Source: an optimization exercise on an open RTL-to-GDS flow (aim: small area). Production flows keep margins and buffers that such runs may drop.
The RTL was checked by simulation tests, not by an equivalence proof against the original design.
Power figures rest on the tool's default switching activity, not on a simulated workload.

<file path="flow/run.sh">
#!/bin/bash
# synth_recipe.tcl (not shown) runs the flow's synth.tcl, then flattens the netlist and writes it again
# the make line also repeats each setting of config.mk as NAME=value (left out here)
make -C /OpenROAD-flow-scripts/flow DESIGN_CONFIG=/design/flow/config.mk WORK_HOME=/design/flow/orfs CLKGATE_MAP_FILE= SYNTH_SCRIPT=/design/flow/synth_recipe.tcl finish
</file>
<file path="flow/config.mk">
export PLATFORM = sky130hd
export DESIGN_NAME = Pong_Top
export DESIGN_NICKNAME = Pong_Top
export VERILOG_FILES = /design/flow/design.v
export SDC_FILE = /design/flow/constraint.sdc
export NUM_CORES = 4
export LEC_CHECK = 0
export CAP_MARGIN = 20
export CORE_MARGIN = 2
export CORE_UTILIZATION = 40
export CTS_BUF_LIST = sky130_fd_sc_hd__clkbuf_8
export SLEW_MARGIN = 20
</file>
<file path="flow/constraint.sdc">
create_clock -name core_clock -period 40.0 [get_ports {i_Clk}]
set_input_delay 8.0000 -clock core_clock [delete_from_list [all_inputs] [get_ports {i_Clk}]]
set_output_delay 8.0000 -clock core_clock [all_outputs]
set_load 0.01 [all_outputs]
</file>
<file path="flow/design.v">
module Pong_Top (input i_Clk, input i_Rst, input i_Switch_2, input i_Switch_1, input i_Switch_3, input i_Switch_4,
   output o_VGA_HSync,
   output o_VGA_VSync,
   output o_VGA_Red_0,
   output o_VGA_Red_1,
   output o_VGA_Red_2,
   output o_VGA_Grn_0,
   output o_VGA_Grn_1,
   output o_VGA_Grn_2,
   output o_VGA_Blu_0,
   output o_VGA_Blu_1,
   output o_VGA_Blu_2);
function [9:0] inc10(input [9:0] x);
  integer i;
  reg c;
  begin
    c = 1'b1;
    for (i = 0; i < 10; i = i + 1) begin
      inc10[i] = x[i] ^ c;
      c = c & x[i];
    end
  end
endfunction
function [9:0] updn10(input [9:0] x, input dn);
  integer i;
  reg c;
  begin
    c = 1'b1;
    for (i = 0; i < 10; i = i + 1) begin
      updn10[i] = x[i] ^ c;
      c = c & (x[i] ^ dn);
    end
  end
endfunction
function [5:0] sub5(input [4:0] a, input [4:0] b);
  integer i;
  reg c;
  begin
    c = 1'b1;
    for (i = 0; i < 5; i = i + 1) begin
      sub5[i] = a[i] ^ ~b[i] ^ c;
      c = (a[i] & ~b[i]) | ((a[i] | ~b[i]) & c);
    end
    sub5[5] = ~c;
  end
endfunction
function [10:0] sub10(input [9:0] a, input [9:0] b);
  integer i;
  reg c;
  begin
    c = 1'b1;
    for (i = 0; i < 10; i = i + 1) begin
      sub10[i] = a[i] ^ ~b[i] ^ c;
      c = (a[i] & ~b[i]) | ((a[i] | ~b[i]) & c);
    end
    sub10[10] = ~c;
  end
endfunction
wire [3:0] w_raw = {i_Switch_4, i_Switch_3, i_Switch_2, i_Switch_1};
reg  [7:0] r_cnt0, r_cnt1, r_cnt2, r_cnt3;
reg  [3:0] r_sw;      
reg  [3:0] r_prev;    
wire [3:0] w_rise = r_sw & ~r_prev;
function [8:0] db_next(input [7:0] cnt, input raw, input sw, input rst);
  reg z7, term, fb, en;
  begin
    z7 = ~|cnt[6:0];
    term = cnt[7] & z7;
    fb = cnt[7] ^ cnt[5] ^ cnt[4] ^ cnt[3] ^ z7;
    en = (raw ^ sw) & ~term & ~rst;
    db_next[7:0] = en ? {cnt[6:0], fb} : 8'd0;
    db_next[8] = ~rst & (term ? raw : sw);
  end
endfunction
always @(posedge i_Clk) begin
  r_prev <= r_sw;
  {r_sw[0], r_cnt0} <= db_next(r_cnt0, w_raw[0], r_sw[0], i_Rst);
  {r_sw[1], r_cnt1} <= db_next(r_cnt1, w_raw[1], r_sw[1], i_Rst);
  {r_sw[2], r_cnt2} <= db_next(r_cnt2, w_raw[2], r_sw[2], i_Rst);
  {r_sw[3], r_cnt3} <= db_next(r_cnt3, w_raw[3], r_sw[3], i_Rst);
end
reg [9:0] r_col;    
reg [4:0] r_rq;     
reg [4:0] r_rr;     
wire w_col_end = r_col[9] & r_col[8] & r_col[5];               
wire w_row_end = r_rq[4] & r_rq[0] & (&r_rr[3:0]);              
wire w_rr_end  = r_rr[4] & r_rr[3] & r_rr[2] & r_rr[0];         
wire [9:0] w_col_inc = inc10(r_col);
wire [9:0] w_rr_inc = inc10({5'd0, r_rr});
wire [9:0] w_rq_inc = inc10({5'd0, r_rq});
always @(posedge i_Clk) begin
  r_col <= (i_Rst | w_col_end) ? 10'd0 : w_col_inc;
  if (i_Rst | (w_col_end & (w_row_end | w_rr_end)))
    r_rr <= 5'd0;
  else if (w_col_end)
    r_rr <= w_rr_inc[4:0];
  if (i_Rst | (w_col_end & w_row_end))
    r_rq <= 5'd0;
  else if (w_col_end & w_rr_end)
    r_rq <= w_rq_inc[4:0];
end
reg r_vsync;
always @(posedge i_Clk)
  r_vsync <= i_Rst | ~(r_rq == 5'd16 && (r_rr == 5'd10 || r_rr == 5'd11 || r_rr == 5'd12));
wire [10:0] w_h0 = sub10(r_col, 10'd659);
wire [10:0] w_h1 = sub10(10'd749, r_col);
assign o_VGA_HSync = w_h0[10] | w_h1[10];
assign o_VGA_VSync = r_vsync;
reg [3:0] r_kl, r_kr;    
function [3:0] k_step(input [3:0] k, input dn);
  reg [9:0] s;
  begin
    s = updn10({6'd0, k}, dn);
    k_step = s[3:0] | {{3{dn & (k == 4'd1)}}, (dn & (k == 4'd1)) | (~dn & (k == 4'd15))};
  end
endfunction
wire w_l_mv = w_rise[0] | w_rise[1];
wire w_r_mv = w_rise[2] | w_rise[3];
wire [3:0] w_kl_next = k_step(r_kl, w_rise[0]);           
wire [3:0] w_kr_next = k_step(r_kr, ~w_rise[3]);          
always @(posedge i_Clk) begin
  if (i_Rst)
    r_kl <= 4'd8;
  else if (w_l_mv)
    r_kl <= w_kl_next;
  if (i_Rst)
    r_kr <= 4'd8;
  else if (w_r_mv)
    r_kr <= w_kr_next;
end
localparam S_START = 2'd0, S_RIGHT = 2'd1, S_LEFT = 2'd2, S_OUT = 2'd3;
reg [1:0] r_state;
reg       r_vmove;     
reg       r_vdir;      
reg [3:0] r_bq;        
reg [4:0] r_br;        
reg [9:0] r_bs;        
reg [4:0] r_div;
wire [9:0] w_div_inc = inc10({5'd0, r_div});
wire w_step = (r_div == 5'd15);
always @(posedge i_Clk)
  r_div <= i_Rst ? 5'd0 : w_div_inc[4:0];
wire w_at_right = r_bs[9] & r_bs[6] & r_bs[5] & r_bs[3] & r_bs[2] & r_bs[0];    
wire w_at_left  = ~|r_bs[9:4] & ~r_bs[2];                                      
wire w_at_delay = (&r_bs[9:4]) & r_bs[1] & r_bs[0];                            
wire [3:0] w_k = r_state[0] ? r_kr : r_kl;
wire [5:0] w_e = sub5({1'b0, w_k}, {1'b0, r_bq});
wire w_e0  = (w_e == 6'd0);
wire w_e1  = (w_e == 6'd1);
wire w_em1 = (w_e == 6'h3f);
wire w_r0   = (r_br == 5'd0);
wire w_hit  = w_e0 | w_e1 | (w_em1 & w_r0);
wire w_same = w_e0 & w_r0;
wire w_down = (w_e0 & ~w_r0) | (w_em1 & w_r0);
wire w_moving = r_state[0] ? ~w_at_right : ~w_at_left;
wire w_top = (r_bq == 4'd0) && (r_br == 5'd5);      
wire w_bot = (r_bq == 4'd15) && (r_br == 5'd24);    
wire w_r29 = r_br[4] & r_br[3] & r_br[2] & r_br[0];
wire [9:0] w_br_step = updn10({5'd0, r_br}, ~r_vdir);
wire [9:0] w_bq_step = updn10({6'd0, r_bq}, ~r_vdir);
wire [9:0] w_bs_step = updn10(r_bs, r_state == S_LEFT);
always @(posedge i_Clk) begin
  if (i_Rst) begin
    r_state <= S_OUT;
    r_vdir <= 1'b0;
    r_bq <= 4'd8;
    r_br <= 5'd0;
    r_bs <= 10'd11;
  end else if (w_step) begin
    case (r_state)
      S_START: begin
        r_bq <= 4'd8;
        r_br <= 5'd0;
        r_bs <= 10'd11;
        r_vmove <= 1'b0;
        r_state <= S_RIGHT;
      end
      S_RIGHT, S_LEFT: begin
        if (w_moving) begin
          r_bs <= w_bs_step;
          if (r_vmove) begin
            if (r_vdir) begin
              if (w_bot) begin
                r_bq <= 4'd0;
                r_br <= 5'd5;
              end else if (w_r29) begin
                r_bq <= w_bq_step[3:0];
                r_br <= 5'd0;
              end else
                r_br <= w_br_step[4:0];
            end else begin
              if (w_top) begin
                r_bq <= 4'd15;
                r_br <= 5'd24;
              end else if (w_r0) begin
                r_bq <= w_bq_step[3:0];
                r_br <= 5'd29;
              end else
                r_br <= w_br_step[4:0];
            end
          end
        end else if (w_hit) begin
          r_state <= r_state[0] ? S_LEFT : S_RIGHT;
          r_vmove <= ~w_same;
          r_vdir <= w_down;
        end else begin
          r_state <= S_OUT;
          r_vdir <= r_state[0];
          r_bs <= 10'd11;
        end
      end
      S_OUT: begin
        if (w_at_delay)
          r_state <= S_START;
        else
          r_bs <= w_bs_step;
      end
    endcase
  end
end
wire w_parked = ~(r_state[0] ^ r_state[1]);    
wire [9:0] w_bcol = w_parked ? (r_vdir ? 10'd621 : 10'd11) : r_bs;
wire [5:0] w_dq = sub5(r_rq, {1'b0, r_bq});
wire [5:0] w_dr = sub5(r_rr, r_br);     
wire w_dr_lo = ~w_dr[5] | (w_dr[4:2] == 3'b111);                        
wire w_dr_hi = w_dr[5] | (w_dr[4:3] == 2'b00 & ~(w_dr[2] & w_dr[1]));   
wire w_ball_row = ((w_dq == 6'd0) & w_dr_lo & w_dr_hi) ||
                  ((w_dq == 6'd1) & w_dr[5] & ~w_dr[4] & ~w_dr[3]) ||    
                  ((w_dq == 6'h3f) & ~w_dr[5] & w_dr[4] & w_dr[3] & (w_dr[2] | w_dr[1]));               
wire [10:0] w_dc = sub10(r_col, w_bcol);
wire w_ball_col = ~w_dc[10] & ~|w_dc[9:4] & ~(w_dc[3] & (w_dc[2] | w_dc[1]));    
wire [3:0] w_kx = r_col[9] ? r_kr : r_kl;
wire [5:0] w_dp = sub5(r_rq, {1'b0, w_kx});
wire w_pad_col = (r_col == 10'd6) || (r_col == 10'd7) || (r_col == 10'd8) || (r_col == 10'd9) ||
                 (r_col == 10'd631) || (r_col == 10'd632) || (r_col == 10'd633) || (r_col == 10'd634);
wire w_pad = w_pad_col & ((w_dp == 6'd0) | ((w_dp == 6'h3f) & (r_rr != 5'd0)));
reg r_white;
always @(posedge i_Clk)
  r_white <= ~i_Rst & (w_pad | (w_ball_row & w_ball_col));
assign o_VGA_Red_0 = r_white;
assign o_VGA_Red_1 = r_white;
assign o_VGA_Red_2 = r_white;
assign o_VGA_Grn_0 = r_white;
assign o_VGA_Grn_1 = r_white;
assign o_VGA_Grn_2 = r_white;
assign o_VGA_Blu_0 = r_white;
assign o_VGA_Blu_1 = r_white;
assign o_VGA_Blu_2 = r_white;
endmodule
</file>
==> flow_summary.toml, run 1 <==
[outcome]
status = "timing/DRC/antenna clean"

[routing]
drc = 0
post_drt_via_cell_ratio = 5.44
dr_total_vias = 4507
wl_um = 12200
wl_per_cell_um = 14.7
ant_nets = 0
first_pass_iters = 4
drt-initial-drc-count = 271

[logic_synthesis]
async_flop_share_pct = 0
synthesis.area_um2 = 5890
synth.distinct_cells = 65
syn_area_per_cell_um2 = 9.00
ys_seq_area_share_pct = 33.5
synth_edf_count = 1
synth_flop_cell = "dfxtp_1"
syn-num-nets = 714
ys_ff_latch = 98
yosys_warnings = 1
synthCells = 654

[pwr]
power_switching_uw = 42.5
power.total_uw = 169
pwr-share-clk_pct = 38.1
vdd_drop_max_v = 0.0000260
p_per_area_nw_per_um2 = 27.0
power_frac_comb_pct = 3.2
p_int_uw = 127
leakagePower_nw = 2.45
seqPwrFrac_pct = 58.7
p_sw_share_pct = 25.1

[placed_design]
gp_congestion = 0.857
portBuffers = 16
placed_cell_area_um2 = 6060
hpwl_um = 8830

[clocking]
clk_pin_slew_worst_paths_ns = 0.10
postCtsHoldBufs = 0
cts_buffers = 9
cts_resized = 0
htreeDepth = 3
clock-sinks = 98
post_cts_buffers = 0
cts_root_buffer = "clkbuf_8"
worstSkewPairLatency_ns = 0.39
max-clock-path-buffers = 2
cts_tree = "yes"

[final_layout]
fillerInstances = 1408
design_area_um2 = 6260
area.growth.synth_to_final_pct = 6.25
n_antenna_cell = 0
final_nets = 699
drive_gt1_share_pct = 5.90
fin_util_pct = 43.2
ff_latch_area_um2 = 1970
multi_input_area_um2 = 3520

[floorplanning]
core_um2 = 14500
die_h_um = 125
num_io_pins = 17
die_w_um = 125
start_util_pct = 40.7
rows = 44
dieArea_um2 = 15700

[global_route]
grt_max_degree = 37
grt.overflow.total = 0
grt_antenna_before_repair = 0
grt_pass1_vias = 4352
grt_pass1_wl_um = 20900
track_usage_pct = 16.0

[job]
maxCapViolCount = 0

[critical_path]
end_kind = "output pin"
cp.arrival_ns = 2.26
path_class = "reg -> out"
worstSetupStartpointType = "flip-flop"
critPathMaxFanout = 5
crit_required_ns = 32.00

[sta]
finalCritPeriodShare_pct = 25.6
fmax_mhz = 97.5
drv_slew = 0
period_minus_slack_ns = 10.26
setup_tns_ns = 0
relSlewSlack_pct = 32.8
tightest_slew_ns = 1.00
rsz0062_at_grt = "false"
hold_viol_final = 0
clock_skew_ns = 0.00915
setup_violations = 0

[worst_hold_path]
min_path_type = "reg -> reg"
[layout make-up]
| type | count | share of cell area (%) |
|---|---|---|
| Clock buffer | 10 | 2.20 |
| Sequential cell | 98 | 31.5 |
| Timing Repair Buffer | 18 | 2.80 |
| Inverter | 43 | 2.58 |
| Clock inverter | 6 | 0.920 |
| Multi-Input combinational cell | 469 | 56.3 |
| Tap cell | 184 | 3.68 |
[power groups by stage]
stage                     clock network, mW  registers, mW  logic (mW)
after floorplan                           0          0.101     0.00386
after global placement                    0          0.102     0.00516
after detailed placement                  0          0.102     0.00544
after CTS                            0.0667         0.0993     0.00544
after global routing                 0.0710         0.0995     0.00610
final                                0.0645         0.0993     0.00535
[per-layer routing]
layer	up-vias	share of wire (%)	global-route usage (%)
li1	2286	-	-
met3	15	3.1	2.57
met4	0	1.8	6.67
met5	-	0	0
met1	2143	48	21.2
met2	63	47	25.9
[through the flow]
stage,worst slack (ns),hold WS (ns),cells
final,29.74,0.393,828
after global routing,29.56,0.406,828
after CTS,29.71,0.399,828
after detailed placement,29.84,0.387,812
after global placement,29.87,0.383,812
after floorplan,30.70,0.370,654
[Yosys cell counts (9+ instances only)]
cell type / count / share of area, %
fa_1: 22 / 7.5
or3_1: 9 / 0.96
clkbuf_1: 24 / 1.5
mux2i_1: 11 / 1.9
nor4_1: 10 / 1.1
xor2_1: 15 / 2.2
a211oi_1: 12 / 1.5
dfxtp_1: 97 / 33
o31ai_1: 13 / 1.7
xnor2_1: 22 / 3.3
or4_1: 11 / 1.4
and3_1: 22 / 2.3
a21oi_1: 24 / 2.0
nor2_1: 43 / 2.7
buf_4: 12 / 1.5
inv_1: 43 / 2.7
o21ai_0: 20 / 1.7
ha_1: 32 / 6.8
nand3_1: 19 / 1.6
and2_1: 27 / 2.9
nor3_1: 16 / 1.4
nand2_1: 38 / 2.4
[worst paths after layout]
path	startpoint	to	slack (ns)	depth (start not counted)
worst max-delay path	r_col[1]	o_VGA_HSync	29.74	8
worst min-delay path	r_sw[2]	r_prev[2]	0.39	0
worst max register to register	r_state[0]	r_white	34.25	22
worst min register to register	r_sw[2]	r_prev[2]	0.39	0
[flip-flops by register name, indices dropped and copies added, names as in the netlist, 4 cells and up]
signal,flops
r_prev,4
r_sw,4
r_bs,10
r_bq,4
r_rr,5
r_rq,5
r_cnt1,8
r_div,5
r_br,5
r_kl,4
r_cnt2,8
r_kr,4
r_col,10
r_cnt3,8
r_cnt0,8
[logic make-up after synthesis]
kind of cell | count (synthesis) | synth area share (%)
simple gates | 243 | 23.2
flops | 98 | 33.5
compound gates | 119 | 14.0
fa+ha+maj | 54 | 14.3
mux | 16 | 2.83
xor+xnor | 37 | 5.50
buf+inv | 87 | 6.69
[cells in the final DEF, fill, tap and decap left out, types with 6 or more instances in the layout]
cell             count
ha_1                32
or4_1               11
and3_1              22
inv_1               43
xor2_1              15
fa_1                22
a211oi_1            12
nand2b_1             6
clkdlybuf4s50_1     16
nand4_1              7
o21ai_0             20
and2_1              27
o22ai_1              7
dfxtp_1             97
a21oi_1             24
mux2i_1             11
nor3_1              16
or3_1                9
nor4_1              10
nand3_1             19
nand2_1             38
o31ai_1             13
nor2b_1              8
clkbuf_8            10
xnor2_1             22
nor2_1              43
[worst max-delay path, cell delays in order, from the launching register on]
cell,delay (ns)
dfxtp_1,0.44
ha_1,0.24
inv_1,0.08
ha_1,0.18
a21oi_1,0.14
nor3_1,0.06
nor3_1,0.15
o21ai_0,0.10
clkdlybuf4s50_1,0.48
==> run 2: changes to the inputs <==
==> flow/flow/run.sh (new file) <==
#!/bin/bash
# The standard layout (the standard.sh, standard synthesis unchanged) with
# three area changes:
#  * ports are buffered with sky130_fd_sc_hd__buf_1,
#  * clock tree synthesis uses clkbuf_8 and inserts no dummy loads,
#  * after floorplan, each combinational cell is swapped to the smallest
#    drive strength of its own cell family (flow/downsize.tcl); later
#    repair steps resize again where slew, capacitance or timing need it.
# The make output goes to standard.log; each ORFS step logs under orfs/logs.
set -euo pipefail
F="$(pwd)/flow"
bash standard.sh \
  BUFFER_PORTS_ARGS="-buffer_cell sky130_fd_sc_hd__buf_1" \
  CTS_ARGS="-sink_clustering_enable -repair_clock_nets -dont_use_dummy_load -buf_list sky130_fd_sc_hd__clkbuf_8" \
  POST_FLOORPLAN_TCL="$F/downsize.tcl" \
  finish > standard.log 2>&1
==> flow/flow/downsize.tcl (new file) <==
# Swap every combinational cell to the smallest cell with the same function
# (same pins), leaving flip-flops, taps and fillers alone.
set db [ord::get_db]
set block [[$db getChip] getBlock]
set dont_use [list]
if {[info exists ::env(DONT_USE_CELLS)]} { set dont_use $::env(DONT_USE_CELLS) }
set n 0
set saved 0
foreach inst [$block getInsts] {
  set m [$inst getMaster]
  set name [$m getName]
  if {![string match "sky130_fd_sc_hd__*" $name]} continue
  if {[string match "*df*" $name] || [string match "*dl*" $name] || [string match "*tap*" $name] || [string match "*fill*" $name] || [string match "*decap*" $name] || [string match "*conb*" $name]} continue
  set lc [get_lib_cells -quiet */$name]
  if {$lc == ""} continue
  set family [regsub {_[0-9]+$} $name ""]
  set best $m
  set best_a [expr {[$m getWidth] * [$m getHeight]}]
  foreach e [get_lib_cells -quiet */${family}_*] {
    set en [get_name $e]
    if {[regsub {_[0-9]+$} $en ""] != $family} continue
    if {[lsearch -exact $dont_use $en] >= 0} continue
    if {![sta::equiv_cells $lc $e]} continue
    set em [$db findMaster $en]
    if {$em == "NULL" || $em == ""} continue
    set a [expr {[$em getWidth] * [$em getHeight]}]
    if {$a < $best_a} { set best $em; set best_a $a }
  }
  if {$best != $m} {
    set saved [expr {$saved + [$m getWidth] * [$m getHeight] - $best_a}]
    $inst swapMaster $best
    incr n
  }
}
puts "downsize: swapped $n cells, saved [expr {$saved / 1e6}] um2"
==> flow/standard.sh (new file) <==
#!/bin/bash
# synth_recipe.tcl (not shown) runs the flow's synth.tcl, then flattens the netlist and writes it again
# the make line also repeats each setting of config.mk as NAME=value (left out here)
make -C /OpenROAD-flow-scripts/flow DESIGN_CONFIG=/design/flow/config.mk WORK_HOME=/design/flow/orfs CLKGATE_MAP_FILE= SYNTH_SCRIPT=/design/flow/synth_recipe.tcl "${@:-finish}"
removed: flow/run.sh
==> run 2 against run 1 <==
  * Sequential share of layout area grew 1.1 points
  * Global-route usage is essentially flat
  * Via count shrank 0.29%
  * Critical endpoint unchanged
  * Critical path depth is the same
  * Die area is the same
  * Total power shrank 8.8%
==> flow_summary.toml, run 2 <==
[global_route]
grt_antenna_before_repair = 0
track_usage_pct = 16.0
grt_pass1_vias = 4425
grt_max_degree = 37
grt.overflow.total = 0
grt_pass1_wl_um = 20800

[clocking]
cts_tree = "yes"
htreeDepth = 3
max-clock-path-buffers = 2
cts_root_buffer = "clkbuf_8"
cts_buffers = 9
clock-sinks = 98
postCtsHoldBufs = 0
clk_pin_slew_worst_paths_ns = 0.08
worstSkewPairLatency_ns = 0.38
post_cts_buffers = 0
cts_resized = 0

[critical_path]
worstSetupStartpointType = "flip-flop"
end_kind = "output pin"
crit_required_ns = 32.00
cp.arrival_ns = 2.00
critPathMaxFanout = 5
path_class = "reg -> out"

[placed_design]
gp_congestion = 0.829
placed_cell_area_um2 = 5910
placed_cells = 812
pre_cts_slack_ns = 30.14
hpwl_um = 8870
portBuffers = 16

[logic_synthesis]
synth_edf_count = 1
yosys.area.top_type_share_pct = 33.0
yosys_warnings = 1
syn_area_per_cell_um2 = 9.00
ys_ff_latch = 98
yosysMostFrequentCell = "dfxtp_1"
synth.area.top_cells = "dfxtp_1 (33%), fa_1 (7.5%), ha_1 (6.8%)"
synth_flop_cell = "dfxtp_1"
async_flop_share_pct = 0
synth.distinct_cells = 65
syn-num-nets = 714
ys_seq_area_share_pct = 33.5
synth_top_area_cell = "dfxtp_1"
synthCells = 654
yosys-top-cells-count = "dfxtp_1 (97), inv_1 (43), nor2_1 (43)"
synthesis.area_um2 = 5890

[final_layout]
area.growth.synth_to_final_pct = 2.55
top_regs = "r_bs x10, r_col x10"
fin_util_pct = 41.7
design_area_um2 = 6040
fillerInstances = 1436
n_antenna_cell = 0
multi_input_area_um2 = 3480
ff_latch_area_um2 = 1970
mostFrequentLayoutCell = "dfxtp_1"
final_nets = 699
final_cell_mix = "dfxtp_1 (97), inv_1 (43), nor2_1 (43), nand2_1 (38), ha_1 (32)"
drive_gt1_share_pct = 3.77
stdcell_count = 821

[sta]
rsz0062_at_grt = "false"
relSlewSlack_pct = 40.3
setup_violations = 0
setup_ws_ns = 30.00
finalCritPeriodShare_pct = 25.0
hold_ws_ns = 0.392
setup_tns_ns = 0
period_minus_slack_ns = 10.00
drv_slew = 0
clock_skew_ns = 0.0278
fmax_mhz = 100
hold_viol_final = 0
tightest_slew_ns = 0.890

[routing]
first_pass_iters = 4
ant_nets = 0
post_drt_via_cell_ratio = 5.47
drt-initial-drc-count = 219
wl_um = 12000
wl_per_cell_um = 14.6
dr_total_vias = 4494
drc = 0

[floorplanning]
rows = 44
start_util_pct = 40.7
die_h_um = 125
die_w_um = 125
num_io_pins = 17
core_um2 = 14500
dieArea_um2 = 15700

[outcome]
status = "timing/DRC/antenna clean"

[job]
maxCapViolCount = 0

[pwr]
power.total_uw = 154
leakagePower_nw = 2.33
p_per_area_nw_per_um2 = 25.6
vdd_drop_max_v = 0.0000195

[worst_hold_path]
min_path_type = "reg -> reg"
## run 2: cell counts after synthesis
No cell type changed its count.
## run 2: worst paths after layout
path                                  from  slack (ns)  cells past startpoint     endpoint
worst max-delay path              r_col[1]       30.00                      8  o_VGA_HSync
worst max register to register  r_state[0]       34.46                     22      r_white
worst min-delay path               r_sw[2]        0.39                      0    r_prev[2]
worst min register to register     r_sw[2]        0.39                      0    r_prev[2]
## run 2: layout make-up
type | instances | share of cell area (%)
Clock buffer | 9 | 2.05
Inverter | 43 | 2.67
Multi-Input combinational cell | 469 | 57.6
Sequential cell | 98 | 32.7
Tap cell | 184 | 3.81
Timing Repair Buffer | 18 | 1.24
## run 2: logic make-up (layout without fill, tap and decap cells)
family	Yosys count	after routing	synth area share, %
simple gates	243	243	23.2
compound gates	119	119	14.0
flops	98	98	33.5
buf+inv	87	70	6.69
fa+ha+maj	54	54	14.3
xor+xnor	37	37	5.50
mux	16	16	2.83
## run 2: where the power goes
group	total [mW]	switching [mW]	internal, mW
Combinational	0.00495	0.00311	0.00185
Sequential	0.0992	0.000674	0.0986
Clock	0.0501	0.0299	0.0202
Total	0.154	0.0336	0.121
## run 2: critical path, stage by stage, from the launching register on
cell,delay [ns]
dfxtp_1,0.44
ha_1,0.24
inv_1,0.07
ha_1,0.17
a21oi_1,0.14
nor3_1,0.06
nor3_1,0.16
o21ai_0,0.18
buf_1,0.17
## run 2: per-layer routing
metal  share of wire (%)  wire length (µm)  global-route usage [%]
met2                  48              5730                    26.6
met4                 1.7               208                    6.01
met1                  47              5640                    20.7
met5                   0                 0                       0
met3                 3.4               404                    3.17
==> run 3: changes to the inputs <==
--- a/flow/design.v
+++ b/flow/design.v
@@ -128,8 +128,8 @@
   else if (w_r_mv)
     r_kr <= w_kr_next;
 end
-localparam S_START = 2'd0, S_RIGHT = 2'd1, S_LEFT = 2'd2, S_OUT = 2'd3;
-reg [1:0] r_state;
+reg       r_parked;
+reg       r_dir;       
 reg       r_vmove;     
 reg       r_vdir;      
 reg [3:0] r_bq;        
@@ -142,8 +142,8 @@
   r_div <= i_Rst ? 5'd0 : w_div_inc[4:0];
 wire w_at_right = r_bs[9] & r_bs[6] & r_bs[5] & r_bs[3] & r_bs[2] & r_bs[0];    
 wire w_at_left  = ~|r_bs[9:4] & ~r_bs[2];                                      
-wire w_at_delay = (&r_bs[9:4]) & r_bs[1] & r_bs[0];                            
-wire [3:0] w_k = r_state[0] ? r_kr : r_kl;
+wire w_at_serve = (&r_bs[9:4]) & r_bs[2];                                      
+wire [3:0] w_k = r_dir ? r_kr : r_kl;
 wire [5:0] w_e = sub5({1'b0, w_k}, {1'b0, r_bq});
 wire w_e0  = (w_e == 6'd0);
 wire w_e1  = (w_e == 6'd1);
@@ -152,74 +152,65 @@
 wire w_hit  = w_e0 | w_e1 | (w_em1 & w_r0);
 wire w_same = w_e0 & w_r0;
 wire w_down = (w_e0 & ~w_r0) | (w_em1 & w_r0);
-wire w_moving = r_state[0] ? ~w_at_right : ~w_at_left;
+wire w_moving = r_dir ? ~w_at_right : ~w_at_left;
 wire w_top = (r_bq == 4'd0) && (r_br == 5'd5);      
 wire w_bot = (r_bq == 4'd15) && (r_br == 5'd24);    
 wire w_r29 = r_br[4] & r_br[3] & r_br[2] & r_br[0];
 wire [9:0] w_br_step = updn10({5'd0, r_br}, ~r_vdir);
 wire [9:0] w_bq_step = updn10({6'd0, r_bq}, ~r_vdir);
-wire [9:0] w_bs_step = updn10(r_bs, r_state == S_LEFT);
+wire [9:0] w_bs_step = updn10(r_bs, ~r_parked & ~r_dir);
 always @(posedge i_Clk) begin
   if (i_Rst) begin
-    r_state <= S_OUT;
-    r_vdir <= 1'b0;
+    r_parked <= 1'b1;
+    r_dir <= 1'b0;
     r_bq <= 4'd8;
     r_br <= 5'd0;
     r_bs <= 10'd11;
   end else if (w_step) begin
-    case (r_state)
-      S_START: begin
+    if (r_parked) begin
+      if (w_at_serve) begin
+        r_parked <= 1'b0;
+        r_dir <= 1'b1;
         r_bq <= 4'd8;
         r_br <= 5'd0;
         r_bs <= 10'd11;
         r_vmove <= 1'b0;
-        r_state <= S_RIGHT;
-      end
-      S_RIGHT, S_LEFT: begin
-        if (w_moving) begin
-          r_bs <= w_bs_step;
-          if (r_vmove) begin
-            if (r_vdir) begin
-              if (w_bot) begin
-                r_bq <= 4'd0;
-                r_br <= 5'd5;
-              end else if (w_r29) begin
-                r_bq <= w_bq_step[3:0];
-                r_br <= 5'd0;
-              end else
-                r_br <= w_br_step[4:0];
-            end else begin
-              if (w_top) begin
-                r_bq <= 4'd15;
-                r_br <= 5'd24;
-              end else if (w_r0) begin
-                r_bq <= w_bq_step[3:0];
-                r_br <= 5'd29;
-              end else
-                r_br <= w_br_step[4:0];
-            end
-          end
-        end else if (w_hit) begin
-          r_state <= r_state[0] ? S_LEFT : S_RIGHT;
-          r_vmove <= ~w_same;
-          r_vdir <= w_down;
+      end else
+        r_bs <= w_bs_step;
+    end else if (w_moving) begin
+      r_bs <= w_bs_step;
+      if (r_vmove) begin
+        if (r_vdir) begin
+          if (w_bot) begin
+            r_bq <= 4'd0;
+            r_br <= 5'd5;
+          end else if (w_r29) begin
+            r_bq <= w_bq_step[3:0];
+            r_br <= 5'd0;
+          end else
+            r_br <= w_br_step[4:0];
         end else begin
-          r_state <= S_OUT;
-          r_vdir <= r_state[0];
-          r_bs <= 10'd11;
+          if (w_top) begin
+            r_bq <= 4'd15;
+            r_br <= 5'd24;
+          end else if (w_r0) begin
+            r_bq <= w_bq_step[3:0];
+            r_br <= 5'd29;
+          end else
+            r_br <= w_br_step[4:0];
         end
       end
-      S_OUT: begin
-        if (w_at_delay)
-          r_state <= S_START;
-        else
-          r_bs <= w_bs_step;
-      end
-    endcase
-  end
-end
-wire w_parked = ~(r_state[0] ^ r_state[1]);    
-wire [9:0] w_bcol = w_parked ? (r_vdir ? 10'd621 : 10'd11) : r_bs;
+    end else if (w_hit) begin
+      r_dir <= ~r_dir;
+      r_vmove <= ~w_same;
+      r_vdir <= w_down;
+    end else begin
+      r_parked <= 1'b1;
+      r_bs <= 10'd11;
+    end
+  end
+end
+wire [9:0] w_bcol = r_parked ? (r_dir ? 10'd621 : 10'd11) : r_bs;
 wire [5:0] w_dq = sub5(r_rq, {1'b0, r_bq});
 wire [5:0] w_dr = sub5(r_rr, r_br);     
 wire w_dr_lo = ~w_dr[5] | (w_dr[4:2] == 3'b111);                        
--- a/flow/flow/run.sh
+++ b/flow/flow/run.sh
@@ -11,6 +11,6 @@
 F="$(pwd)/flow"
 bash standard.sh \
   BUFFER_PORTS_ARGS="-buffer_cell sky130_fd_sc_hd__buf_1" \
-  CTS_ARGS="-sink_clustering_enable -repair_clock_nets -dont_use_dummy_load -buf_list sky130_fd_sc_hd__clkbuf_8" \
+  CTS_ARGS="-sink_clustering_enable -repair_clock_nets -dont_use_dummy_load -buf_list \"sky130_fd_sc_hd__clkbuf_4 sky130_fd_sc_hd__clkbuf_8\" -sink_clustering_size 8 -sink_clustering_max_diameter 30" \
   POST_FLOORPLAN_TCL="$F/downsize.tcl" \
   finish > standard.log 2>&1
==> run 3 against run 2 <==
  * The run now fails in clock tree synthesis (4_1_cts)
  * Area after synthesis shrank 4.6%
  * Synthesized cell count is 6.4% lower
==> flow_summary.toml, run 3 <==
[logic_synthesis]
synth_top_area_cell = "dfxtp_1"
ys_seq_area_share_pct = 35.3
yosys_warnings = 1
synthesis.area_um2 = 5620
async_flop_share_pct = 0
synth_edf_count = 2
synth.area.top_cells = "dfxtp_1 (34%), fa_1 (7.8%), ha_1 (6.5%)"
ys_ff_latch = 98
synthCells = 612
synth.distinct_cells = 64
yosys-top-cells-count = "dfxtp_1 (96), nand2_1 (41), inv_1 (39)"
synth_flop_cell = "dfxtp_1"
yosysMostFrequentCell = "dfxtp_1"
syn_area_per_cell_um2 = 9.18
syn-num-nets = 669
yosys.area.top_type_share_pct = 34.2

[placed_design]
placed_cell_area_um2 = 5660
hpwl_um = 7830
gp_congestion = 0.856
portBuffers = 16
placed_cells = 778

[floorplanning]
die_w_um = 123
rows = 43
die_h_um = 123
start_util_pct = 40.6
num_io_pins = 17

[outcome]
stop_stage = "clock tree synthesis (4_1_cts)"
tool.error = "[ERROR STA-0564] clock_tree_synthesis positional arguments not supported."
status = "did not finish"
==> run 3: cell types whose count changed after synthesis, moves of 7 or more <==
cell      before  now
clkbuf_1      24   10
xnor2_1       22   33
o31ai_1       13    4
and3_1        22    3
xor2_1        15    8
and2_1        27   36
o21ai_0       20   29
==> run 3: how the worst max path moves through the flow <==
| stage | start | end | slack [ns] | cells after the start |
|---|---|---|---|---|
| 2_1_floorplan | r_col[1] | o_VGA_HSync | 30.72 | 7 |
| 3_5_place_dp | r_col[1] | o_VGA_HSync | 30.46 | 8 |
| 3_3_place_gp | r_col[1] | o_VGA_HSync | 30.56 | 8 |
==> run 3: logic make-up after synthesis <==
family	after synthesis	synth area share [%]
AO/OA/AOI/OAI	102	11.8
XOR/XNOR	41	6.39
adder cells (fa/ha/maj)	51	14.3
buffers and inverters	72	6.01
flip-flops	98	35.3
multiplexers	14	2.58
AND/OR/NAND/NOR	234	23.7
==> run 3: metrics by stage <==
step	total power [mW]	setup slack, ns	hold slack, ns
3_5_place_dp	0.107	30.46	0.392
2_1_floorplan	0.105	30.72	0.372
3_3_place_gp	0.106	30.56	0.381
==> run 3: power groups by stage <==
stage / clock [mW] / sequential, mW / combinational (mW)
2_1_floorplan: 0 / 0.102 / 0.00376
3_3_place_gp: 0 / 0.102 / 0.00484
3_5_place_dp: 0 / 0.102 / 0.00504
==> run 4: changes to the inputs <==
--- a/flow/flow/run.sh
+++ b/flow/flow/run.sh
@@ -11,6 +11,6 @@
 F="$(pwd)/flow"
 bash standard.sh \
   BUFFER_PORTS_ARGS="-buffer_cell sky130_fd_sc_hd__buf_1" \
-  CTS_ARGS="-sink_clustering_enable -repair_clock_nets -dont_use_dummy_load -buf_list \"sky130_fd_sc_hd__clkbuf_4 sky130_fd_sc_hd__clkbuf_8\" -sink_clustering_size 8 -sink_clustering_max_diameter 30" \
+  CTS_ARGS="-sink_clustering_enable -repair_clock_nets -dont_use_dummy_load -buf_list sky130_fd_sc_hd__clkbuf_8" \
   POST_FLOORPLAN_TCL="$F/downsize.tcl" \
   finish > standard.log 2>&1
==> run 4 against run 3 <==
  * Area after synthesis unchanged
  * Now clean on timing, DRC and antenna
  * Synthesized cell count unchanged
==> flow_summary.toml, run 4 <==
[routing]
wl_um = 10800
ant_nets = 0
drc = 0
drt-initial-drc-count = 218
wl_per_cell_um = 13.7
first_pass_iters = 4
dr_total_vias = 4213
post_drt_via_cell_ratio = 5.35

[final_layout]
n_antenna_cell = 0
final_nets = 666
drive_gt1_share_pct = 3.29
fillerInstances = 1344
top_regs = "r_bs x10, r_col x10"
design_area_um2 = 5790
stdcell_count = 787
area.growth.synth_to_final_pct = 2.96
final_cell_mix = "dfxtp_1 (96), nand2_1 (41), inv_1 (39), nor2_1 (37), and2_1 (36)"
mostFrequentLayoutCell = "dfxtp_1"

[floorplanning]
rows = 43
core_um2 = 13800
die_h_um = 123
dieArea_um2 = 15000
die_w_um = 123
start_util_pct = 40.6
num_io_pins = 17

[clocking]
postCtsHoldBufs = 0
post_cts_buffers = 0
max-clock-path-buffers = 2
htreeDepth = 3
cts_root_buffer = "clkbuf_8"
cts_buffers = 9
clock-sinks = 98
worstSkewPairLatency_ns = 0.37
cts_tree = "yes"
clk_pin_slew_worst_paths_ns = 0.10
cts_resized = 0

[global_route]
grt.overflow.total = 0
track_usage_pct = 15.6
grt_antenna_before_repair = 0
grt_max_degree = 43
grt_pass1_wl_um = 19000
grt_pass1_vias = 4079

[critical_path]
slowest_stage = "dfxtp_1"
path_class = "reg -> out"
regToRegSetupSlack_ns = 35.14
worstSetupStartpointType = "flip-flop"
crit_required_ns = 32.00
cp_slowest_stage_delay_ns = 0.43
crit_path_frequent_cell = "ha_1"
end_kind = "output pin"
cp.arrival_ns = 1.95
critPathMaxFanout = 5
path_cells = "ha_1, inv_1, ha_1, a21oi_1, nor3_1, nor4_1, o31ai_1, buf_1"

[sta]
tightest_slew_ns = 0.713
clock_skew_ns = 0.0320
relSlewSlack_pct = 52.2
hold_viol_final = 0
setup_tns_ns = 0
rsz0062_at_grt = "false"
period_minus_slack_ns = 9.95
finalCritPeriodShare_pct = 24.9
setup_violations = 0
drv_slew = 0
fmax_mhz = 101

[logic_synthesis]
synth_compound_area_share_pct = 11.8
synthSimpleGateAreaFrac_pct = 23.7
synthesis.area_um2 = 5620
synthXorXnorAreaFrac_pct = 6.39
yosysMostFrequentCell = "dfxtp_1"
synth_top_area_cell = "dfxtp_1"
yosys-top-cells-count = "dfxtp_1 (96), nand2_1 (41), inv_1 (39)"
yosys_warnings = 1
syn_area_per_cell_um2 = 9.18
synth_edf_count = 2
synth.distinct_cells = 64
yosys.area_share.adder_pct = 14.3
synth.area.top_cells = "dfxtp_1 (34%), fa_1 (7.8%), ha_1 (6.5%)"
syn-num-nets = 669
synth_flop_cell = "dfxtp_1"
yosys.area.top_type_share_pct = 34.2
synthCells = 612
synth_mux_area_share_pct = 2.58
async_flop_share_pct = 0
ys_ff_latch = 98
synth_top_family_by_area = "simple AND/OR/NAND/NOR gates"
ys_seq_area_share_pct = 35.3

[pwr]
p_per_area_nw_per_um2 = 26.7
leakagePower_nw = 2.09
power.total_uw = 155
vdd_drop_max_v = 0.0000245

[worst_hold_path]
min_path_type = "reg -> reg"

[placed_design]
placed_cell_area_um2 = 5660
hpwl_um = 7830
portBuffers = 16
gp_congestion = 0.856
placed_cells = 778

[outcome]
status = "timing/DRC/antenna clean"

[job]
maxCapViolCount = 0
## run 4: layer usage
metal / track usage (%) / up-vias / share of wire [%]
met2: 26.9 / 56 / 48
met1: 19.8 / 2030 / 48
li1: - / 2119 / -
met4: 3.88 / 0 / 0.65
met3: 3.21 / 8 / 2.9
met5: 0 / - / 0
## run 4: cell type report
| class | instances | area [µm²] | area share [%] |
|---|---|---|---|
| timing repair buffer | 19 | 83.8 | 1.45 |
| sequential | 98 | 1980 | 34.3 |
| inverter | 39 | 146 | 2.53 |
| multi-input combinational | 442 | 3220 | 55.7 |
| tap | 180 | 225 | 3.89 |
| clock buffer | 9 | 124 | 2.14 |
## run 4: cells by family (layout without fill, tap and decap cells)
logic type,after synthesis,in the layout
buffers and inverters,72,67
multiplexers,14,14
XOR/XNOR,41,41
adder cells (fa/ha/maj),51,51
AO/OA/AOI/OAI,102,102
AND/OR/NAND/NOR,234,234
flip-flops,98,98
## run 4: path summary, 6_finish.rpt
path,to,cells after the start,from
worst max register to register,r_white,16,r_dir
worst min register to register,r_prev[3],0,r_sw[3]
worst max-delay path,o_VGA_HSync,8,r_col[1]
worst min-delay path,r_prev[3],0,r_sw[3]
## run 4: stage by stage
stage | utilization [%] | hold WS [ns] | setup slack, ns
6_report | 41.8 | 0.398 | 30.05
3_5_place_dp | 40.9 | 0.392 | 30.46
3_3_place_gp | 40.9 | 0.381 | 30.56
2_1_floorplan | - | 0.372 | 30.72
5_1_grt | 41.8 | 0.415 | 29.85
4_1_cts | 41.8 | 0.406 | 30.05
## run 4: critical path: cells and delay by family, from the launching register on
kind	cells	cell delay (ns)
adder cells (fa/ha/maj)	2	0.40
AND/OR/NAND/NOR	2	0.29
AO/OA/AOI/OAI	2	0.27
buffers and inverters	2	0.19
flip-flops	1	0.43
## run 4: report_power, final
part / internal, mW / switching (mW) / leakage, nW
Combinational: 0.00196 / 0.00311 / 1.23
Clock: 0.0202 / 0.0299 / 0.0647
Sequential: 0.0987 / 0.000688 / 0.794
==> run 5: changes to the inputs <==
--- a/flow/design.v
+++ b/flow/design.v
@@ -218,8 +218,13 @@
 wire w_ball_row = ((w_dq == 6'd0) & w_dr_lo & w_dr_hi) ||
                   ((w_dq == 6'd1) & w_dr[5] & ~w_dr[4] & ~w_dr[3]) ||    
                   ((w_dq == 6'h3f) & ~w_dr[5] & w_dr[4] & w_dr[3] & (w_dr[2] | w_dr[1]));               
-wire [10:0] w_dc = sub10(r_col, w_bcol);
-wire w_ball_col = ~w_dc[10] & ~|w_dc[9:4] & ~(w_dc[3] & (w_dc[2] | w_dc[1]));    
+wire [10:0] w_dc = sub10(r_col, r_bs);
+wire [10:0] w_p0 = sub10(r_col, 10'd11);
+wire [10:0] w_p1 = sub10(10'd20, r_col);
+wire [10:0] w_p2 = sub10(r_col, 10'd621);
+wire [10:0] w_p3 = sub10(10'd630, r_col);
+wire w_ball_col = r_parked ? (r_dir ? ~w_p2[10] & ~w_p3[10] : ~w_p0[10] & ~w_p1[10]) :
+                  (~w_dc[10] & ~|w_dc[9:4] & ~(w_dc[3] & (w_dc[2] | w_dc[1])));    
 wire [3:0] w_kx = r_col[9] ? r_kr : r_kl;
 wire [5:0] w_dp = sub5(r_rq, {1'b0, w_kx});
 wire w_pad_col = (r_col == 10'd6) || (r_col == 10'd7) || (r_col == 10'd8) || (r_col == 10'd9) ||
==> run 5 against run 4 <==
  * Still clean on timing, DRC and antenna
  * Non-clock buffer count shrank 2
  * Sequential power is essentially flat
  * Routed wire length grew 0.74%
  * Setup slack gained 0.22 ns
  * Utilization grew 0.39 points
  * Clock power is essentially flat
  * Synthesized cell count grew 1.8%
  * Total power grew 0.30%
  * Combinational power grew 8.7%
  * Highest routed layer unchanged
==> flow_summary.toml, run 5 <==
[outcome]
status = "timing/DRC/antenna clean"

[floorplanning]
start_util_pct = 40.7
die_h_um = 123
core_um2 = 13800
num_io_pins = 17
dieArea_um2 = 15000
rows = 43
die_w_um = 123

[critical_path]
crit_required_ns = 32.00
cp.arrival_ns = 1.73
path_class = "reg -> out"
crit_path_frequent_cell = "ha_1"
cp_slowest_stage_delay_ns = 0.42
slowest_stage = "dfxtp_1"
end_kind = "output pin"
reg2reg_depth = 16
path_cells = "ha_1, inv_1, ha_1, a21oi_1, o221ai_1, buf_1"
worstSetupStartpointType = "flip-flop"
critPathMaxFanout = 5

[worst_hold_path]
min_delay_path_depth = 0
min_path_type = "reg -> reg"

[final_layout]
area.growth.synth_to_final_pct = 3.73
drive_gt1_share_pct = 3.08
final_nets = 676
n_antenna_cell = 0
final_cell_mix = "dfxtp_1 (96), nand2_1 (50), nor2_1 (40), and2_1 (40), inv_1 (39)"
fillerInstances = 1378
mostFrequentLayoutCell = "dfxtp_1"
fin_util_pct = 42.2
top_regs = "r_bs x10, r_col x10"

[placed_design]
gp_congestion = 0.828
hpwl_um = 8050
pre_cts_slack_ns = 30.67
portBuffers = 16

[sta]
relSlewSlack_pct = 29.0
finalCritPeriodShare_pct = 24.3
setup_ws_ns = 30.27
setup_violations = 0
rsz0062_at_grt = "false"
clock_skew_ns = 0.0318
tightest_slew_ns = 1.06
drv_slew = 0
setup_tns_ns = 0
fmax_mhz = 103
period_minus_slack_ns = 9.73
hold_viol_final = 0

[logic_synthesis]
yosys-top-cells-count = "dfxtp_1 (96), nand2_1 (50), and2_1 (40), nor2_1 (40), inv_1 (39)"
synthCells = 623
async_flop_share_pct = 0
yosys_warnings = 1
yosys.area.top_type_share_pct = 34.1
synth.distinct_cells = 62
synth.area.top_cells = "dfxtp_1 (34%), fa_1 (7.8%), ha_1 (6.7%)"
synthesis.area_um2 = 5630
syn-num-nets = 681
synth_flop_cell = "dfxtp_1"
ys_seq_area_share_pct = 35.2
ys_ff_latch = 98
yosysMostFrequentCell = "dfxtp_1"
syn_area_per_cell_um2 = 9.04
synth_edf_count = 2
synth_top_area_cell = "dfxtp_1"

[clocking]
max-clock-path-buffers = 2
clock-sinks = 98
clk_pin_slew_worst_paths_ns = 0.10
cts_resized = 0
htreeDepth = 3
cts_buffers = 9
cts_tree = "yes"
postCtsHoldBufs = 0
worstSkewPairLatency_ns = 0.37
post_cts_buffers = 0
cts_root_buffer = "clkbuf_8"

[global_route]
track_usage_pct = 15.7
grt_pass1_wl_um = 19100
grt_max_degree = 43
grt.overflow.total = 0
grt_antenna_before_repair = 0
grt_pass1_vias = 4200

[pwr]
seqPwrFrac_pct = 64.1
pwr-share-clk_pct = 32.3
power_switching_uw = 34.0
p_sw_share_pct = 21.9
power_frac_comb_pct = 3.6
vdd_drop_max_v = 0.0000165
p_per_area_nw_per_um2 = 26.6
p_int_uw = 121
leakagePower_nw = 2.16

[routing]
ant_nets = 0
first_pass_iters = 4
drc = 0
wl_um = 10900
post_drt_via_cell_ratio = 5.38
wl_per_cell_um = 13.7
dr_total_vias = 4280
drt-initial-drc-count = 162

[job]
maxCapViolCount = 0
run 5: cell types whose count changed after synthesis, moves of 4 or more:
cell,delta
o21ai_0,-14
nand2_1,+9
clkbuf_1,+7
a211oi_1,+6
a21oi_1,-6
a31oi_1,+6
nand2b_1,+5
nand4_1,-5
and2_1,+4
buf_2,-4
nor4_1,+4
nor4_2,-4
run 5: per-stage QoR:
stage	cells	total power, mW	area, µm²	hold WS (ns)
after floorplan	623	0.106	5630	0.377
after global placement	787	0.107	5710	0.387
after detailed placement	787	0.107	5720	0.394
after CTS	796	0.158	5840	0.402
after global routing	796	0.162	5840	0.413
final	796	0.155	5840	0.402
run 5: kinds of logic after synthesis:
logic type                 count (synthesis)  share of synthesized area, %
DFF                                       98                          35.2
xor gates and xnor gates                  41                          6.38
muxes                                     13                          2.36
AOI/OAI and AO/OA                         97                          12.1
buffers and inverters                     73                          5.71
and+or+nand+nor                          249                          23.8
adders and majority gates                 52                          14.5
run 5: area by class of cell:
cell class	instances	area (µm²)	area share, %
Clock buffer	9	124	2.12
Inverter	40	150	2.57
Multi-Input combinational cell	452	3290	56.3
Sequential cell	98	1980	33.9
Tap cell	180	225	3.86
Timing Repair Buffer	17	68.8	1.18
run 5: power by group through the flow:
| stage | logic, mW | registers [mW] | clock network [mW] |
|---|---|---|---|
| floorplan | 0.00410 | 0.101 | 0 |
| global placement | 0.00539 | 0.102 | 0 |
| detailed placement | 0.00565 | 0.102 | 0 |
| CTS | 0.00564 | 0.0994 | 0.0528 |
| global route | 0.00648 | 0.0995 | 0.0562 |
| finish | 0.00551 | 0.0994 | 0.0502 |
run 5: routing by layer:
layer  part of all wire (%)  track usage (%)  vias up
met5                      0                0        -
met4                    1.4             4.74        0
met3                    3.6             3.25       12
met2                     50             27.4       58
met1                     45             19.6     2065
li1                       -                -     2145
run 5: path summary, 6_finish.rpt:
| check | start | slack [ns] | to |
|---|---|---|---|
| worst max-delay path | r_col[0] | 30.27 | o_VGA_HSync |
| worst min-delay path | r_sw[3] | 0.40 | r_prev[3] |
| worst max register to register | r_bs[0] | 35.02 | r_white |
| worst min register to register | r_sw[3] | 0.40 | r_prev[3] |
run 5: worst max-delay path, delay by kind of cell, from the launching register on:
kind                     cells  cell delay (ns)
buffers and inverters        2             0.22
flip-flops                   1             0.42
AO/OA/AOI/OAI                2             0.28
adder cells (fa/ha/maj)      2             0.46
==> run 6: changes to the inputs <==
--- a/flow/design.v
+++ b/flow/design.v
@@ -32,6 +32,17 @@
     end
   end
 endfunction
+function [9:0] tog10(input [9:0] x, input en, input dn);
+  integer i;
+  reg c;
+  begin
+    c = en;
+    for (i = 0; i < 10; i = i + 1) begin
+      tog10[i] = x[i] ^ c;
+      c = c & (x[i] ^ dn);
+    end
+  end
+endfunction
 function [5:0] sub5(input [4:0] a, input [4:0] b);
   integer i;
   reg c;
@@ -85,19 +96,16 @@
 wire w_col_end = r_col[9] & r_col[8] & r_col[5];               
 wire w_row_end = r_rq[4] & r_rq[0] & (&r_rr[3:0]);              
 wire w_rr_end  = r_rr[4] & r_rr[3] & r_rr[2] & r_rr[0];         
-wire [9:0] w_col_inc = inc10(r_col);
-wire [9:0] w_rr_inc = inc10({5'd0, r_rr});
-wire [9:0] w_rq_inc = inc10({5'd0, r_rq});
+wire [9:0] w_col_inc;
+wire [4:0] w_rr_inc, w_rq_inc;
+assign w_col_inc[0] = ~r_col[0];
+inc_n #(9) u_col_inc (.x(r_col[9:1]), .en(r_col[0]), .y(w_col_inc[9:1]));
+inc_n #(5) u_rr_inc (.x(r_rr), .en(w_col_end), .y(w_rr_inc));
+inc_n #(5) u_rq_inc (.x(r_rq), .en(w_col_end & w_rr_end), .y(w_rq_inc));
 always @(posedge i_Clk) begin
   r_col <= (i_Rst | w_col_end) ? 10'd0 : w_col_inc;
-  if (i_Rst | (w_col_end & (w_row_end | w_rr_end)))
-    r_rr <= 5'd0;
-  else if (w_col_end)
-    r_rr <= w_rr_inc[4:0];
-  if (i_Rst | (w_col_end & w_row_end))
-    r_rq <= 5'd0;
-  else if (w_col_end & w_rr_end)
-    r_rq <= w_rq_inc[4:0];
+  r_rr <= (i_Rst | (w_col_end & (w_row_end | w_rr_end))) ? 5'd0 : w_rr_inc;
+  r_rq <= (i_Rst | (w_col_end & w_row_end)) ? 5'd0 : w_rq_inc;
 end
 reg r_vsync;
 always @(posedge i_Clk)
@@ -107,26 +115,26 @@
 assign o_VGA_HSync = w_h0[10] | w_h1[10];
 assign o_VGA_VSync = r_vsync;
 reg [3:0] r_kl, r_kr;    
-function [3:0] k_step(input [3:0] k, input dn);
-  reg [9:0] s;
-  begin
-    s = updn10({6'd0, k}, dn);
-    k_step = s[3:0] | {{3{dn & (k == 4'd1)}}, (dn & (k == 4'd1)) | (~dn & (k == 4'd15))};
-  end
-endfunction
-wire w_l_mv = w_rise[0] | w_rise[1];
-wire w_r_mv = w_rise[2] | w_rise[3];
-wire [3:0] w_kl_next = k_step(r_kl, w_rise[0]);           
-wire [3:0] w_kr_next = k_step(r_kr, ~w_rise[3]);          
-always @(posedge i_Clk) begin
-  if (i_Rst)
-    r_kl <= 4'd8;
-  else if (w_l_mv)
-    r_kl <= w_kl_next;
-  if (i_Rst)
-    r_kr <= 4'd8;
-  else if (w_r_mv)
-    r_kr <= w_kr_next;
+function [3:0] k_wrap(input [3:0] s, input [3:0] k, input mv, input dn);
+  reg wd, wu;
+  begin
+    wd = mv & dn & (k == 4'd1);
+    wu = mv & ~dn & (k == 4'd15);
+    k_wrap = s | {{3{wd}}, wd | wu};
+  end
+endfunction
+wire w_kl_mv = w_rise[0] | w_rise[1];
+wire w_kl_dn = w_rise[0];           
+wire w_kr_mv = w_rise[2] | w_rise[3];
+wire w_kr_dn = ~w_rise[3];          
+wire [3:0] w_kl_s, w_kr_s;
+tgl_n #(4) u_kl_step (.x(r_kl), .en(w_kl_mv), .dn(w_kl_dn), .y(w_kl_s));
+tgl_n #(4) u_kr_step (.x(r_kr), .en(w_kr_mv), .dn(w_kr_dn), .y(w_kr_s));
+wire [3:0] w_kl_next = k_wrap(w_kl_s, r_kl, w_kl_mv, w_kl_dn);
+wire [3:0] w_kr_next = k_wrap(w_kr_s, r_kr, w_kr_mv, w_kr_dn);
+always @(posedge i_Clk) begin
+  r_kl <= i_Rst ? 4'd8 : w_kl_next;
+  r_kr <= i_Rst ? 4'd8 : w_kr_next;
 end
 reg       r_parked;
 reg       r_dir;       
@@ -136,18 +144,21 @@
 reg [4:0] r_br;        
 reg [9:0] r_bs;        
 reg [4:0] r_div;
-wire [9:0] w_div_inc = inc10({5'd0, r_div});
+wire [4:0] w_div_inc;
+assign w_div_inc[0] = ~r_div[0];
+inc_n #(4) u_div_inc (.x(r_div[4:1]), .en(r_div[0]), .y(w_div_inc[4:1]));
 wire w_step = (r_div == 5'd15);
 always @(posedge i_Clk)
-  r_div <= i_Rst ? 5'd0 : w_div_inc[4:0];
+  r_div <= i_Rst ? 5'd0 : w_div_inc;
 wire w_at_right = r_bs[9] & r_bs[6] & r_bs[5] & r_bs[3] & r_bs[2] & r_bs[0];    
 wire w_at_left  = ~|r_bs[9:4] & ~r_bs[2];                                      
 wire w_at_serve = (&r_bs[9:4]) & r_bs[2];                                      
 wire [3:0] w_k = r_dir ? r_kr : r_kl;
-wire [5:0] w_e = sub5({1'b0, w_k}, {1'b0, r_bq});
-wire w_e0  = (w_e == 6'd0);
-wire w_e1  = (w_e == 6'd1);
-wire w_em1 = (w_e == 6'h3f);
+wire [5:0] w_e6 = sub5({1'b0, w_k}, {1'b0, r_bq});
+wire [4:0] w_e = {w_e6[5], w_e6[3:0]};
+wire w_e0  = (w_e == 5'd0);
+wire w_e1  = (w_e == 5'd1);
+wire w_em1 = (w_e == 5'h1f);
 wire w_r0   = (r_br == 5'd0);
 wire w_hit  = w_e0 | w_e1 | (w_em1 & w_r0);
 wire w_same = w_e0 & w_r0;
@@ -156,61 +167,56 @@
 wire w_top = (r_bq == 4'd0) && (r_br == 5'd5);      
 wire w_bot = (r_bq == 4'd15) && (r_br == 5'd24);    
 wire w_r29 = r_br[4] & r_br[3] & r_br[2] & r_br[0];
-wire [9:0] w_br_step = updn10({5'd0, r_br}, ~r_vdir);
-wire [9:0] w_bq_step = updn10({6'd0, r_bq}, ~r_vdir);
-wire [9:0] w_bs_step = updn10(r_bs, ~r_parked & ~r_dir);
+wire w_carry = r_vdir ? w_r29 : w_r0;      
+wire w_wrap  = r_vdir ? w_bot : w_top;      
+wire w_serve = w_step & r_parked & w_at_serve;
+wire w_en_bs = w_step & (r_parked ? ~w_at_serve : w_moving);
+wire w_ld_bs = i_Rst | w_serve | (w_step & ~r_parked & ~w_moving & ~w_hit);
+wire w_en_row = w_step & ~r_parked & w_moving & r_vmove;
+wire w_ld_row = i_Rst | w_serve;
+wire [9:0] w_bs_step;
+wire [4:0] w_br_step;
+wire [3:0] w_bq_step;
+tgl_n #(10) u_bs_step (.x(r_bs), .en(w_en_bs), .dn(~r_parked & ~r_dir), .y(w_bs_step));
+tgl_n #(5) u_br_step (.x(r_br), .en(w_en_row & ~w_carry & ~w_wrap), .dn(~r_vdir), .y(w_br_step));
+tgl_n #(4) u_bq_step (.x(r_bq), .en(w_en_row & w_carry), .dn(~r_vdir), .y(w_bq_step));
+always @(posedge i_Clk) begin
+  r_bs <= w_ld_bs ? 10'd11 : w_bs_step;
+  if (w_ld_row) begin
+    r_bq <= 4'd8;
+    r_br <= 5'd0;
+  end else if (w_en_row & w_wrap) begin
+    r_bq <= r_vdir ? 4'd0 : 4'd15;
+    r_br <= r_vdir ? 5'd5 : 5'd24;
+  end else if (w_en_row & w_carry) begin
+    r_bq <= w_bq_step;
+    r_br <= r_vdir ? 5'd0 : 5'd29;
+  end else begin
+    r_bq <= w_bq_step;
+    r_br <= w_br_step;
+  end
+end
 always @(posedge i_Clk) begin
   if (i_Rst) begin
     r_parked <= 1'b1;
     r_dir <= 1'b0;
-    r_bq <= 4'd8;
-    r_br <= 5'd0;
-    r_bs <= 10'd11;
   end else if (w_step) begin
     if (r_parked) begin
       if (w_at_serve) begin
         r_parked <= 1'b0;
         r_dir <= 1'b1;
-        r_bq <= 4'd8;
-        r_br <= 5'd0;
-        r_bs <= 10'd11;
         r_vmove <= 1'b0;
+      end
+    end else if (!w_moving) begin
+      if (w_hit) begin
+        r_dir <= ~r_dir;
+        r_vmove <= ~w_same;
+        r_vdir <= w_down;
       end else
-        r_bs <= w_bs_step;
-    end else if (w_moving) begin
-      r_bs <= w_bs_step;
-      if (r_vmove) begin
-        if (r_vdir) begin
-          if (w_bot) begin
-            r_bq <= 4'd0;
-            r_br <= 5'd5;
-          end else if (w_r29) begin
-            r_bq <= w_bq_step[3:0];
-            r_br <= 5'd0;
-          end else
-            r_br <= w_br_step[4:0];
-        end else begin
-          if (w_top) begin
-            r_bq <= 4'd15;
-            r_br <= 5'd24;
-          end else if (w_r0) begin
-            r_bq <= w_bq_step[3:0];
-            r_br <= 5'd29;
-          end else
-            r_br <= w_br_step[4:0];
-        end
-      end
-    end else if (w_hit) begin
-      r_dir <= ~r_dir;
-      r_vmove <= ~w_same;
-      r_vdir <= w_down;
-    end else begin
-      r_parked <= 1'b1;
-      r_bs <= 10'd11;
-    end
-  end
-end
-wire [9:0] w_bcol = r_parked ? (r_dir ? 10'd621 : 10'd11) : r_bs;
+        r_parked <= 1'b1;
+    end
+  end
+end
 wire [5:0] w_dq = sub5(r_rq, {1'b0, r_bq});
 wire [5:0] w_dr = sub5(r_rr, r_br);     
 wire w_dr_lo = ~w_dr[5] | (w_dr[4:2] == 3'b111);                        
@@ -243,3 +249,42 @@
 assign o_VGA_Blu_1 = r_white;
 assign o_VGA_Blu_2 = r_white;
 endmodule
+module inc_bit (input x, input ci, output y, output co);
+  assign y = x ^ ci;
+  assign co = ci & x;
+endmodule
+module inc_n #(parameter N = 5) (input [N-1:0] x, input en, output [N-1:0] y);
+  wire [N-1:0] c;
+  assign c[0] = en;
+  genvar i;
+  generate for (i = 0; i < N - 1; i = i + 1) begin : g
+    inc_bit u (.x(x[i]), .ci(c[i]), .y(y[i]), .co(c[i+1]));
+  end endgenerate
+  assign y[N-1] = x[N-1] ^ c[N-1];
+endmodule
+module tgl_bit (input x, input ci, input dn, output y, output co);
+  assign y = x ^ ci;
+  assign co = ci & (x ^ dn);
+endmodule
+module tgl_n #(parameter N = 10) (input [N-1:0] x, input en, input dn, output [N-1:0] y);
+  wire [N-1:0] c;
+  assign c[0] = en;
+  genvar i;
+  generate for (i = 0; i < N - 1; i = i + 1) begin : g
+    tgl_bit u (.x(x[i]), .ci(c[i]), .dn(dn), .y(y[i]), .co(c[i+1]));
+  end endgenerate
+  assign y[N-1] = x[N-1] ^ c[N-1];
+endmodule
+module sub_bit (input a, input b, input ci, output y, output co);
+  assign y = a ^ ~b ^ ci;
+  assign co = (a & ~b) | ((a | ~b) & ci);
+endmodule
+module sub_n #(parameter N = 5) (input [N-1:0] a, input [N-1:0] b, output [N:0] y);
+  wire [N:0] c;
+  assign c[0] = 1'b1;
+  genvar i;
+  generate for (i = 0; i < N; i = i + 1) begin : g
+    sub_bit u (.a(a[i]), .b(b[i]), .ci(c[i]), .y(y[i]), .co(c[i+1]));
+  end endgenerate
+  assign y[N] = ~c[N];
+endmodule
--- a/flow/config.mk
+++ b/flow/config.mk
@@ -10,3 +10,4 @@
 export CORE_UTILIZATION = 40
 export CTS_BUF_LIST = sky130_fd_sc_hd__clkbuf_8
 export SLEW_MARGIN = 20
+export SYNTH_HIERARCHICAL = 1
==> run 6 against run 5 <==
  * Still clean
  * Sequential share of layout area is 1.0 points higher
  * Clock power hardly changed
  * Flip-flop and latch count stayed put
  * Final cell count is 7.9% lower
  * Total power is 0.44% lower
  * First-iteration DRC count is 17% higher
  * Global-route usage is 1.3 points lower
  * Utilization is 0.54 points higher
  * Critical path type unchanged
  * Critical endpoint unchanged
  * Largest power group unchanged
  * Highest routed layer unchanged
==> flow_summary.toml, run 6 <==
[global_route]
gr-usage-met1_pct = 17.9
grt_max_degree = 34
top_usage_layer = "met2"
grtUsageMet3_pct = 4.43
grt_pass1_vias = 3684
track_usage_pct = 14.4
grt_use_met2_pct = 24.2
grt_pass1_wl_um = 16900
grt.overflow.total = 0
grt_antenna_before_repair = 0

[floorplanning]
start_util_pct = 41.1
die_h_um = 121
dieArea_um2 = 14600
rows = 42
num_io_pins = 17
die_w_um = 121
core_um2 = 13200

[placed_design]
portBuffers = 16
pre_cts_slack_ns = 30.77
hpwl_um = 7130
placed_cell_area_um2 = 5540
placed_cells = 724
gp_congestion = 0.843

[routing]
wl_um = 9550
first_pass_iters = 4
ant_nets = 0
drt-initial-drc-count = 189
drc = 0
dr_total_vias = 3670
wl_per_cell_um = 13.0
post_drt_via_cell_ratio = 5.01

[logic_synthesis]
async_flop_share_pct = 0
synth.distinct_cells = 67
synthCells = 548
synth_top_area_cell = "dfxtp_1"
synth.area.top_cells = "dfxtp_1 (35%), xor2_1 (9.2%), and2_1 (8.8%)"
ys_seq_area_share_pct = 36.4
yosysMostFrequentCell = "dfxtp_1"
synth_flop_cell = "dfxtp_1"
synthesis.area_um2 = 5440
syn_area_per_cell_um2 = 9.93
ys_ff_latch = 98
yosys-top-cells-count = "dfxtp_1 (96), and2_1 (77), xor2_1 (57)"
yosys_warnings = 7
yosys.area.top_type_share_pct = 35.3
syn-num-nets = 600
synth_edf_count = 2

[pwr]
vdd_drop_max_v = 0.0000253
p_per_area_nw_per_um2 = 27.3
leakagePower_nw = 2.53
power.total_uw = 154

[sta]
rsz0062_at_grt = "false"
fmax_mhz = 104
setup_ws_ns = 30.42
finalCritPeriodShare_pct = 24.0
period_minus_slack_ns = 9.58
setup_violations = 0
drv_slew = 0
hold_viol_final = 0
clock_skew_ns = 0.0272
setup_tns_ns = 0
hold_ws_ns = 0.398
relSlewSlack_pct = 39.3
tightest_slew_ns = 0.906

[final_layout]
top_regs = "r_bs x10, r_col x10"
n_antenna_cell = 0
final_nets = 611
area.growth.synth_to_final_pct = 4.05
design_area_um2 = 5660
drive_gt1_share_pct = 3.05
final_cell_mix = "dfxtp_1 (96), and2_1 (77), xor2_1 (57), inv_1 (35)"
fin_util_pct = 42.8
stdcell_count = 733
mostFrequentLayoutCell = "dfxtp_1"

[clocking]
clk_pin_slew_worst_paths_ns = 0.09
max-clock-path-buffers = 2
postCtsHoldBufs = 0
worstSkewPairLatency_ns = 0.38
cts_buffers = 9
cts_root_buffer = "clkbuf_8"
htreeDepth = 3
post_cts_buffers = 0
clock-sinks = 98
cts_resized = 0
cts_tree = "yes"

[critical_path]
cp.arrival_ns = 1.58
rr_endpoint = "r_white"
regToRegSetupSlack_ns = 34.86
critPathMaxFanout = 11
path_class = "reg -> out"
crit_required_ns = 32.00
worstSetupStartpointType = "flip-flop"
r2r_start = "r_col[1]"
end_kind = "output pin"
reg2reg_depth = 16

[worst_hold_path]
holdPathEnd = "r_prev[3]"
min_path_type = "reg -> reg"
min_delay_path_depth = 0
min_from = "r_sw[3]"

[job]
maxCapViolCount = 0

[outcome]
status = "timing/DRC/antenna clean"
-- run 6: changes by cell type after synthesis, moves of 11 or more --
cell,previous run,this run
and2_1,40,77
xnor2_1,34,12
xor2_1,7,57
nor3_1,24,11
o21ai_0,15,4
clkbuf_1,17,4
nor2_1,40,23
nand2_1,50,21
-- run 6: kinds of logic after synthesis --
logic type,Yosys count,share of synthesized area [%]
compound gates,58,8.00
xor+xnor,69,11.1
fa+ha+maj,46,13.6
buf+inv,53,4.46
flops,98,36.4
mux,13,2.51
simple gates,211,23.9
-- run 6: worst max-delay path by stage --
stage          slack (ns)      from           to  cells past startpoint
4_1_cts             30.40  r_col[2]  o_VGA_HSync                      5
2_1_floorplan       30.90  r_col[2]  o_VGA_HSync                      5
3_3_place_gp        30.80     i_Rst      r_br[1]                      5
3_5_place_dp        30.77     i_Rst      r_br[1]                      5
5_1_grt             30.27  r_col[1]  o_VGA_HSync                      5
6_report            30.42  r_col[2]  o_VGA_HSync                      5
-- run 6: critical path, cell delays in order (launching register included) --
cell and delay (ns):
dfxtp_1 0.55, a21o_1 0.15, o21ai_0 0.08, a31oi_1 0.19, nand4_1 0.11, buf_1 0.15
-- run 6: area by class of cell --
type	count	area (µm²)
clock buffers	9	124
well taps	176	220
multi-input cells	397	3130
flip-flops and latches	98	1980
inverters	35	131
fillers	1300	7580
repair buffers	18	75.1
-- run 6: per-module statistics from Yosys (local to each module, per instance), excerpt --
module / cells / times used / flops+latches
inc_bit: 1 / 19 / 0
Pong_Top: 454 / 1 / 98
tgl_bit: 3 / 22 / 0
-- run 6: routing by layer --
metal | part of all wire [%] | up-vias
met4 | 1.2 | 0
li1 | - | 1882
met3 | 3.1 | 8
met5 | 0 | -
met1 | 49 | 1733
met2 | 47 | 47
-- run 6: report_power, final --
part	total (mW)	internal (mW)	switching, mW
combinational	0.00462	0.00188	0.00274
clock	0.0500	0.0202	0.0298
sequential	0.0997	0.0987	0.00101

-- port drivers added, routing unchanged --
No port has a modelled driver above. Below, the same layouts with a new extraction and two added sets of constraints.
Step 1: set_driving_cell puts a clkbuf_16 on i_Clk and a buf_2 on each other input, an assumption about the parent block.
Step 2 adds t to the input delays and takes it off the output delays; t is the mean of the earliest and latest rising clock arrival at the registers after step 1. Input paths then give back, and output paths get back, about the clock's delay inside the block.
Slacks: ideal ports / drivers / drivers and shift; pairs: ideal ports / drivers.
run | t, ns | slack for setup (ns) | worst setup path after step 2
run 1 | 0.418 | 29.742 / 29.707 / 29.871 | input to register
run 2 | 0.402 | 30.000 / 29.963 / 30.143 | input to register
run 4 | 0.387 | 30.051 / 30.017 / 30.404 | register to output
run 5 | 0.385 | 30.275 / 30.240 / 30.625 | register to output
run 6 | 0.396 | 30.415 / 30.383 / 30.744 | input to register
After both steps every run listed still meets setup and hold.
